Background: an optimization exercise with open tools, aiming at small area. Do not read the settings as production practice. Only the layout flow was run in this run; the RTL was not checked for function there. Power and IR drop assume default switching activity.

### flow/run.sh
#!/bin/bash
# synth_recipe.tcl (not shown) runs the flow's synth.tcl, then flattens the netlist and writes it again
# the make line also repeats each setting of config.mk as NAME=value (left out here)
make -C /OpenROAD-flow-scripts/flow DESIGN_CONFIG=/design/flow/config.mk WORK_HOME=/design/flow/orfs CLKGATE_MAP_FILE= SYNTH_SCRIPT=/design/flow/synth_recipe.tcl finish
### flow/config.mk
export PLATFORM = sky130hd
export DESIGN_NAME = DigitalClock
export DESIGN_NICKNAME = DigitalClock
export VERILOG_FILES = /design/flow/design.v
export SDC_FILE = /design/flow/constraint.sdc
export NUM_CORES = 4
export LEC_CHECK = 0
export ABC_AREA = 1
export ABC_CLOCK_PERIOD_IN_PS = 10000
export CAP_MARGIN = 20
export CORE_MARGIN = 2
export CORE_UTILIZATION = 40
export PLACE_DENSITY = 0.6
export SLEW_MARGIN = 20
### flow/constraint.sdc
create_clock -name core_clock -period 10.0 [get_ports {M_CLOCK}]
set_input_delay 2.0000 -clock core_clock [delete_from_list [all_inputs] [get_ports {M_CLOCK}]]
set_output_delay 2.0000 -clock core_clock [all_outputs]
set_load 0.01 [all_outputs]
### flow/design.v
`timescale 1ns / 1ps
module DigitalClock(
    input M_CLOCK,
    input RST,           
    input [3:0] IO_PB,
    input [7:0] IO_DSW,
    output [3:0] IO_SSEGD,
    output [7:0] IO_SSEG,
    output IO_SSEG_COL,
    output [3:0] F_LED,
    output [7:0] IO_LED,
    output reg TX
    );
  assign IO_SSEG_COL = 1'b1;
  assign F_LED = 4'b0000;
  assign IO_LED = ~IO_DSW;
  reg [12:0] SecondsCounter;
  reg [5:0]  HowManySeconds;
  reg        HALFSECONDFLAG;
  reg [2:0]  DigitONE;
  reg [3:0]  DigitTWO;
  reg [2:0]  DigitTHREE;
  reg [3:0]  DigitFOUR;
  wire tick  = SecondsCounter[12] & SecondsCounter[9] & SecondsCounter[8] &
               SecondsCounter[7] & SecondsCounter[3];
  wire pbsmp = (SecondsCounter == 13'd10);
  wire m_clk  = (IO_DSW == 8'b00111111);
  wire m_down = (IO_DSW == 8'b11001110);
  wire m_set  = (IO_DSW == 8'b11001111);
  wire m_sw   = (IO_DSW == 8'b11110010);
  wire m_clr  = (IO_DSW == 8'b11110011);
  wire h60 = HowManySeconds[5] & HowManySeconds[4] & HowManySeconds[3] & HowManySeconds[2];
  wire z4  = (DigitFOUR == 4'd0);
  wire e4  = (DigitFOUR == 4'd9);
  wire z3  = (DigitTHREE == 3'd0);
  wire e3  = (DigitTHREE == 3'd5);
  wire z2  = (DigitTWO == 4'd0);
  wire e2  = (DigitTWO == 4'd9);
  wire ge2 = (DigitTWO >= 4'd2);
  wire z1  = (DigitONE == 3'd0);
  wire tk_clk = tick & m_clk & h60;         
  wire tk_up  = tk_clk | (tick & m_sw);     
  wire tk_dn  = tick & m_down;              
  wire pb_clk = pbsmp & m_clk;
  wire pb_set = pbsmp & m_set;
  wire clr    = pbsmp & m_clr & ~(&IO_PB);
  wire allz = z4 & z3 & z2 & z1;
  wire s4_up10 = tk_up | (pb_set & ~IO_PB[3]);      
  wire s4_up16 = pb_clk & ~IO_PB[3];                 
  wire c4 = tk_up & e4;                              
  wire b4 = tk_dn & z4;                              
  wire i4 = s4_up16 | (s4_up10 & ~e4);
  wire d4 = tk_dn & ~z4;
  wire l4_0 = (s4_up10 & e4) | clr | (tk_dn & allz);
  wire l4_9 = b4 & ~allz;
  wire s3_up6 = c4 | (pb_set & ~IO_PB[2]);
  wire s3_up8 = pb_clk & ~IO_PB[2];
  wire c3 = c4 & e3;
  wire b3 = b4 & z3;
  wire i3 = s3_up8 | (s3_up6 & ~e3);
  wire d3 = b4 & ~z3;
  wire l3_0 = (s3_up6 & e3) | clr | (tk_dn & allz);
  wire l3_5 = b3 & ~allz;
  wire c3clk = c3 & m_clk;
  wire c3sw  = c3 & ~m_clk;
  wire pb2c  = pb_clk & ~IO_PB[1];
  wire pb2s  = pb_set & ~IO_PB[1];
  wire l2_1 = c3clk & ~z1 & ge2;
  wire l2_0 = (c3clk & z1 & e2) | (c3sw & e2) | (pb2s & e2) |
              (pb2c & (DigitONE == 3'd1) & ge2) | clr | (b3 & z2 & z1);
  wire i2 = (c3 | pb2c | pb2s) & ~l2_1 & ~l2_0;
  wire d2 = b3 & ~z2;
  wire l2_9 = b3 & z2 & ~z1;
  wire pb1c = pb_clk & ~IO_PB[0];
  wire pb1s = pb_set & ~IO_PB[0];
  wire l1_0 = l2_1 | (pb1c & (DigitONE == 3'd1)) | (pb1s & (DigitONE == 3'd6)) | clr;
  wire i1 = (c3clk & z1 & e2) | (c3sw & e2) | (pb1c & (DigitONE != 3'd1)) |
            (pb1s & (DigitONE != 3'd6));
  wire d1 = l2_9;
  wire [3:0] n4 = l4_0 ? 4'd0 : l4_9 ? 4'd9 : i4 ? DigitFOUR + 1'b1 : d4 ? DigitFOUR - 1'b1 : DigitFOUR;
  wire [2:0] n3 = l3_0 ? 3'd0 : l3_5 ? 3'd5 : i3 ? DigitTHREE + 1'b1 : d3 ? DigitTHREE - 1'b1 : DigitTHREE;
  wire [3:0] n2 = l2_0 ? 4'd0 : l2_1 ? 4'd1 : l2_9 ? 4'd9 : i2 ? DigitTWO + 1'b1 : d2 ? DigitTWO - 1'b1 : DigitTWO;
  wire [2:0] n1 = l1_0 ? 3'd0 : i1 ? DigitONE + 1'b1 : d1 ? DigitONE - 1'b1 : DigitONE;
  always @(posedge M_CLOCK) begin
    if (RST) begin
      TX <= 1'b0;
      SecondsCounter <= 13'd0;
      HowManySeconds <= 6'd1;
      HALFSECONDFLAG <= 1'b0;
      DigitONE <= 3'd1;
      DigitTWO <= 4'd2;
      DigitTHREE <= 3'd0;
      DigitFOUR <= 4'd0;
    end else begin
      TX <= HALFSECONDFLAG;
      SecondsCounter <= tick ? 13'd0 : SecondsCounter + 1'b1;
      HALFSECONDFLAG <= (SecondsCounter >= 13'd2500);
      if (tick & m_clk) HowManySeconds <= h60 ? 6'd1 : HowManySeconds + 1'b1;
      DigitONE <= n1; DigitTWO <= n2; DigitTHREE <= n3; DigitFOUR <= n4;
    end
  end
  reg  [6:0] P;
  reg  [3:0] V;      
  wire pwrap = P[6] & P[5] & P[2];           
  wire [6:0] M = pwrap ? 7'd0 : P + 1'b1;    
  function [1:0] qpos(input [6:0] m);
    qpos = (m < 7'd25) ? 2'd0 : (m < 7'd50) ? 2'd1 : (m < 7'd75) ? 2'd2 : 2'd3;
  endfunction
  wire [1:0] qm = qpos(M);
  reg  [3:0] vn;
  always @* begin
    case (qm)
      2'd0: vn = (DigitONE == 3'd7) ? 4'd1 : {1'b0, DigitONE};
      2'd1: vn = (DigitTWO > 4'd9) ? 4'd2 : DigitTWO;
      2'd2: vn = (DigitTHREE > 3'd5) ? 4'd0 : {1'b0, DigitTHREE};
      default: vn = (DigitFOUR > 4'd9) ? 4'd0 : DigitFOUR;
    endcase
  end
  always @(posedge M_CLOCK) begin
    if (RST) P <= 7'd101;
    else P <= M;
    V <= vn;
  end
  wire blank = pwrap & P[0];
  wire [1:0] qp = qpos(P);
  assign IO_SSEGD = blank ? 4'b1111 : ~(4'b0001 << qp);
  wire [6:0] seg =
    (V == 4'd0) ? 7'b1000000 :
    (V == 4'd1) ? 7'b1111001 :
    (V == 4'd2) ? 7'b0100100 :
    (V == 4'd3) ? 7'b0110000 :
    (V == 4'd4) ? 7'b0011001 :
    (V == 4'd5) ? 7'b0010010 :
    (V == 4'd6) ? 7'b0000010 :
    (V == 4'd7) ? 7'b1011000 :
    (V == 4'd8) ? 7'b0000000 : 7'b0010000;
  assign IO_SSEG = blank ? 8'hff : {~(TX & (qp == 2'd3)), seg};
endmodule
==> run_summary.xml <==
<?xml version="1.0" encoding="UTF-8"?>
<metrics>
  <group name="sta">
    <metric name="finalSetupViolations" unit="">0</metric>
    <metric name="fin_worst_skew" unit="ns">0.00474</metric>
    <metric name="worstMarginPinSlew" unit="ns">0.550</metric>
    <metric name="maxSlewViolCount" unit="">0</metric>
    <metric name="fin_setup_tns" unit="ns">0</metric>
    <metric name="grt_setup_unrepaired" unit="">no</metric>
    <metric name="clock.fmax" unit="MHz">198</metric>
    <metric name="setup_slack" unit="ns">4.95</metric>
    <metric name="max-slew-margin-rel" unit="%">63.0</metric>
    <metric name="period_share" unit="%">50.5</metric>
    <metric name="timing.final.crit_period" unit="ns">5.05</metric>
    <metric name="finalHoldViolCount" unit="">0</metric>
  </group>
  <group name="min_path">
    <metric name="hold_depth" unit="">2</metric>
    <metric name="hold_class" unit="">flip-flop to flip-flop</metric>
  </group>
  <group name="power_and_ir_drop">
    <metric name="sw_frac_of_total" unit="%">35.7</metric>
    <metric name="power.share.sequential" unit="%">42.0</metric>
    <metric name="ir_drop" unit="mV">0.0485</metric>
    <metric name="p_comb_share" unit="%">33.3</metric>
    <metric name="total_power" unit="mW">0.492</metric>
    <metric name="switching_power" unit="mW">0.176</metric>
    <metric name="cell_internal_pwr" unit="mW">0.317</metric>
    <metric name="powerDensity" unit="nW/um^2">122</metric>
    <metric name="power.leakage" unit="nW">1.93</metric>
    <metric name="p_clk_share" unit="%">24.7</metric>
  </group>
  <group name="worst_setup_path">
    <metric name="cell_class_contributing_the_biggest_share_of_worst_path_delay" unit="">buffers and inverters</metric>
    <metric name="timing.critical_path.depth" unit="">3</metric>
    <metric name="crit_required" unit="ns">8.00</metric>
    <metric name="reg2regPathDepth" unit="">19</metric>
    <metric name="worstSetupStartpointType" unit="">primary input</metric>
    <metric name="cp_num_buf_inv" unit="">3</metric>
    <metric name="worstSetupEndpointType" unit="">output pin</metric>
    <metric name="cell_by_cell_listing_of_the_critical_path" unit="">clkdlybuf4s50_1 -&gt; inv_1 -&gt; clkdlybuf4s50_1</metric>
    <metric name="highest_delay_cell_along_the_critical_path" unit="">sky130_fd_sc_hd__clkdlybuf4s50_1</metric>
    <metric name="critPathArrivalTime" unit="ns">3.05</metric>
    <metric name="critical_path.most_common_cell" unit="">sky130_fd_sc_hd__clkdlybuf4s50_1</metric>
    <metric name="crit_path_max_fanout" unit="">3</metric>
    <metric name="cp_slowest_stage_delay" unit="ns">0.54</metric>
    <metric name="setup.worst_path.class" unit="">primary input to output pin</metric>
  </group>
  <group name="clock_tree">
    <metric name="post-cts-setup-buffer-count" unit="">0</metric>
    <metric name="ctsResizeCount" unit="">0</metric>
    <metric name="cts_num_sinks" unit="">46</metric>
    <metric name="clkSlewWorstSetupHoldPaths" unit="ns">0.09</metric>
    <metric name="cts_made_buffers" unit="">5</metric>
    <metric name="worst_skew_pair.late_latency" unit="ns">0.30</metric>
    <metric name="cts_max_path_buffers" unit="">2</metric>
    <metric name="root_buffer" unit="">sky130_fd_sc_hd__clkbuf_8</metric>
    <metric name="post_cts_hold_buffer_count" unit="">0</metric>
    <metric name="cts_tree" unit="">built</metric>
    <metric name="cts-htree-levels" unit="">2</metric>
  </group>
  <group name="global_route">
    <metric name="globalRouteOverflowTotal" unit="">0</metric>
    <metric name="track_usage" unit="%">18.0</metric>
    <metric name="first_global_vias" unit="">3238</metric>
    <metric name="number_of_antenna_violations_at_the_first_check_in_global_routing" unit="">0</metric>
    <metric name="grt_first_pass_wirelength" unit="mm">14.5</metric>
    <metric name="grt_start_max_net_pins" unit="">17</metric>
  </group>
  <group name="floorplanning">
    <metric name="dieHeight" unit="um">97.3</metric>
    <metric name="boundaryPins" unit="">40</metric>
    <metric name="die_outline_area" unit="um^2">9460</metric>
    <metric name="floorplan.core_area" unit="um^2">8590</metric>
    <metric name="floorplan.rows" unit="">34</metric>
    <metric name="initial_utilization" unit="%">40.5</metric>
    <metric name="dieWidth" unit="um">97.3</metric>
  </group>
  <group name="place">
    <metric name="placement.cell_area" unit="um^2">3930</metric>
    <metric name="port-buffer-count" unit="">34</metric>
    <metric name="half_perimeter_wire_length_after_detailed_placement" unit="mm">6.74</metric>
    <metric name="gp_routability_congestion" unit="">0.904</metric>
    <metric name="place_ws" unit="ns">4.95</metric>
  </group>
  <group name="synthesis">
    <metric name="synth_seq_cells" unit="">46</metric>
    <metric name="syn-instance-count" unit="">555</metric>
    <metric name="synth_cell_types" unit="">40</metric>
    <metric name="yosysSeqAreaShare" unit="%">26.5</metric>
    <metric name="post_synth_instance_area" unit="um^2">3480</metric>
    <metric name="synth-warning-count" unit="">1</metric>
    <metric name="async_flop_share" unit="%">0</metric>
    <metric name="synthFlopType" unit="">sky130_fd_sc_hd__dfxtp_1</metric>
    <metric name="edff_count_synth" unit="">0</metric>
    <metric name="avgSynthCellArea" unit="um^2">6.27</metric>
  </group>
  <group name="routing">
    <metric name="routed-via-count" unit="">3452</metric>
    <metric name="drt_first_pass_iters" unit="">5</metric>
    <metric name="drc" unit="">0</metric>
    <metric name="wl" unit="mm">8.17</metric>
    <metric name="detail_route.iter0.violations" unit="">170</metric>
    <metric name="post_drt_wl_per_cell" unit="um">11.6</metric>
    <metric name="postRouteAntennaNets" unit="">0</metric>
    <metric name="route.detailed.vias_per_inst" unit="">4.92</metric>
  </group>
  <group name="finish">
    <metric name="layout.nets" unit="">626</metric>
    <metric name="final_layout_size_suffix_gt1_share" unit="%">7.91</metric>
    <metric name="layout-area-overhead-vs-synth" unit="%">15.5</metric>
    <metric name="finalInstanceArea" unit="um^2">4020</metric>
    <metric name="ant_cells" unit="">0</metric>
  </group>
  <group name="outcome">
    <metric name="outcome" unit="">complete, no violations</metric>
  </group>
  <group name="job">
    <metric name="cap_viol_max_count" unit="">0</metric>
  </group>
</metrics>
cells in the mapped netlist, types with 2 or more instances:
cell / n / area [um^2]
sky130_fd_sc_hd__nand2_1: 113 / 424
sky130_fd_sc_hd__inv_1: 108 / 405
sky130_fd_sc_hd__nor2_1: 81 / 304
sky130_fd_sc_hd__dfxtp_1: 46 / 921
sky130_fd_sc_hd__nand3_1: 33 / 165
sky130_fd_sc_hd__a21oi_1: 23 / 115
sky130_fd_sc_hd__o21ai_0: 22 / 110
sky130_fd_sc_hd__ha_1: 16 / 200
sky130_fd_sc_hd__nand4_1: 15 / 93.8
sky130_fd_sc_hd__nor3_1: 11 / 55.1
sky130_fd_sc_hd__inv_2: 8 / 30.0
sky130_fd_sc_hd__nor2_2: 8 / 50.1
sky130_fd_sc_hd__o21ai_1: 8 / 40.0
sky130_fd_sc_hd__nand3_2: 6 / 60.1
sky130_fd_sc_hd__buf_4: 5 / 37.5
sky130_fd_sc_hd__nand2_2: 5 / 31.3
sky130_fd_sc_hd__xor2_1: 5 / 43.8
sky130_fd_sc_hd__a31oi_1: 3 / 18.8
sky130_fd_sc_hd__fa_1: 3 / 60.1
sky130_fd_sc_hd__nand3b_1: 3 / 22.5
sky130_fd_sc_hd__nor2_4: 3 / 33.8
sky130_fd_sc_hd__nor3b_1: 3 / 22.5
sky130_fd_sc_hd__o2111ai_1: 3 / 26.3
sky130_fd_sc_hd__o211ai_1: 3 / 22.5
sky130_fd_sc_hd__a211oi_1: 2 / 15.0
sky130_fd_sc_hd__conb_1: 2 / 7.51
sky130_fd_sc_hd__nand3_4: 2 / 35.0
sky130_fd_sc_hd__nor4_1: 2 / 12.5
sky130_fd_sc_hd__or2_2: 2 / 12.5
placed cells by master (no fill, tap or decap), types with 5 or more instances in the layout:
cell                              count
sky130_fd_sc_hd__conb_1               5
sky130_fd_sc_hd__nor2_2               8
sky130_fd_sc_hd__nor3_1              11
sky130_fd_sc_hd__a21oi_1             23
sky130_fd_sc_hd__nand2_1            113
sky130_fd_sc_hd__clkbuf_8             5
sky130_fd_sc_hd__ha_1                16
sky130_fd_sc_hd__dfxtp_1             46
sky130_fd_sc_hd__o21ai_1              8
sky130_fd_sc_hd__inv_1              108
sky130_fd_sc_hd__clkdlybuf4s50_1     34
sky130_fd_sc_hd__nand3_1             33
sky130_fd_sc_hd__xor2_1               5
sky130_fd_sc_hd__nor2_1              81
sky130_fd_sc_hd__nand4_1             15
sky130_fd_sc_hd__inv_2                8
sky130_fd_sc_hd__nand2_2              5
sky130_fd_sc_hd__nand3_2              6
sky130_fd_sc_hd__o21ai_0             22
registers in the layout (all words and copies together), names as in the netlist:
register and count:
DigitFOUR 4, DigitONE 3, DigitTHREE 3, DigitTWO 4, HALFSECONDFLAG 1, HowManySeconds 6
P 7, SecondsCounter 13, TX 1, V 4
metal layers:
layer / GRT usage, % / vias up / routed length (um)
met5: 0 / - / 0
met4: 3.42 / 0 / 75
met3: 2.73 / 8 / 316
met2: 32.0 / 75 / 3840
met1: 23.4 / 1552 / 3940
li1: - / 1817 / -
power groups by stage:
stage | Sequential [mW] | Combinational, mW | Clock, mW
finish | 0.207 | 0.164 | 0.122
global route | 0.209 | 0.185 | 0.134
CTS | 0.207 | 0.164 | 0.127
detailed placement | 0.211 | 0.164 | 0
global placement | 0.211 | 0.161 | 0
floorplan | 0.208 | 0.0980 | 0
cell families after synthesis:
logic type      count (synthesis)  share of synthesized area (%)
xor+xnor                        6                           1.51
compound gates                 69                           11.3
fa+ha+maj                      19                           7.48
simple gates                  290                           39.3
other cells                     2                          0.216
buf+inv                       123                           13.8
flops                          46                           26.5
worst reg2reg max path, cell delays in order (launching register included):
cell and delay, ns:
sky130_fd_sc_hd__dfxtp_1 0.33, sky130_fd_sc_hd__inv_1 0.09, sky130_fd_sc_hd__ha_1 0.15, sky130_fd_sc_hd__nand2_1 0.05, sky130_fd_sc_hd__nor2_1 0.16, sky130_fd_sc_hd__nand3_2 0.15, sky130_fd_sc_hd__nor2_2 0.22, sky130_fd_sc_hd__inv_1 0.09
sky130_fd_sc_hd__o21bai_2 0.15, sky130_fd_sc_hd__nand2_2 0.07, sky130_fd_sc_hd__o21ai_2 0.10, sky130_fd_sc_hd__inv_1 0.09, sky130_fd_sc_hd__ha_1 0.32, sky130_fd_sc_hd__a21oi_1 0.14, sky130_fd_sc_hd__nand2_1 0.07, sky130_fd_sc_hd__xor2_1 0.15
sky130_fd_sc_hd__or2_2 0.29, sky130_fd_sc_hd__nand4_1 0.09, sky130_fd_sc_hd__nand2_1 0.05, sky130_fd_sc_hd__inv_1 0.05
final timing paths:
path,startpoint,end,slack (ns)
setup / recovery,IO_DSW[5],IO_LED[5],4.95
hold / removal,HALFSECONDFLAG$_SDFF_PP0_,TX$_SDFF_PP0_,0.42
setup reg to reg,SecondsCounter[0]$_SDFF_PP0_,DigitFOUR[3]$_SDFFE_PP0P_,7.12
hold reg to reg,HALFSECONDFLAG$_SDFF_PP0_,TX$_SDFF_PP0_,0.42
per-stage QoR:
step           utilization (%)  instances  hold slack, ns
4_1_cts                   46.8        702           0.425
3_3_place_gp              45.7        694           0.420
6_report                  46.8        702           0.422
2_1_floorplan                -        558           0.388
5_1_grt                   46.8        702           0.475
3_5_place_dp              45.7        694           0.416
layout make-up:
class                      instances  area [um^2]
clock buffer                       5         68.8
clock inverter                     3         23.8
fill                             901         4570
inverter                         117          439
multi-input combinational        389         2090
sequential                        46          921
tap                              108          135
timing repair buffer              34          340

what the ideal ports hide:
How much do the figures lean on ideal ports? The routed layout below was timed once more, with nothing changed but the port constraints.
Step 1: set_driving_cell puts a clkbuf_16 on M_CLOCK and a buf_2 on each other input, an assumption about the parent block.
Step 2 also shifts input and output timing later by t, the mid clock arrival at the registers, as if the neighbouring blocks saw the same clock.
Slacks: ideal / step 1 / step 2; pairs: ideal / step 1.
t, ns: 0.333
setup WS [ns]: 4.953 / 4.929 / 4.929
worst setup path at the end: input to output
latest minus earliest clock arrival (ns): 0.005 / 0.005
slew at the worst register clock pin (ns): 0.10 / 0.10
After both steps setup and hold are still met in this run. The setup slack of this run moves by -0.024 ns with the drivers and by -0.024 ns with both steps.
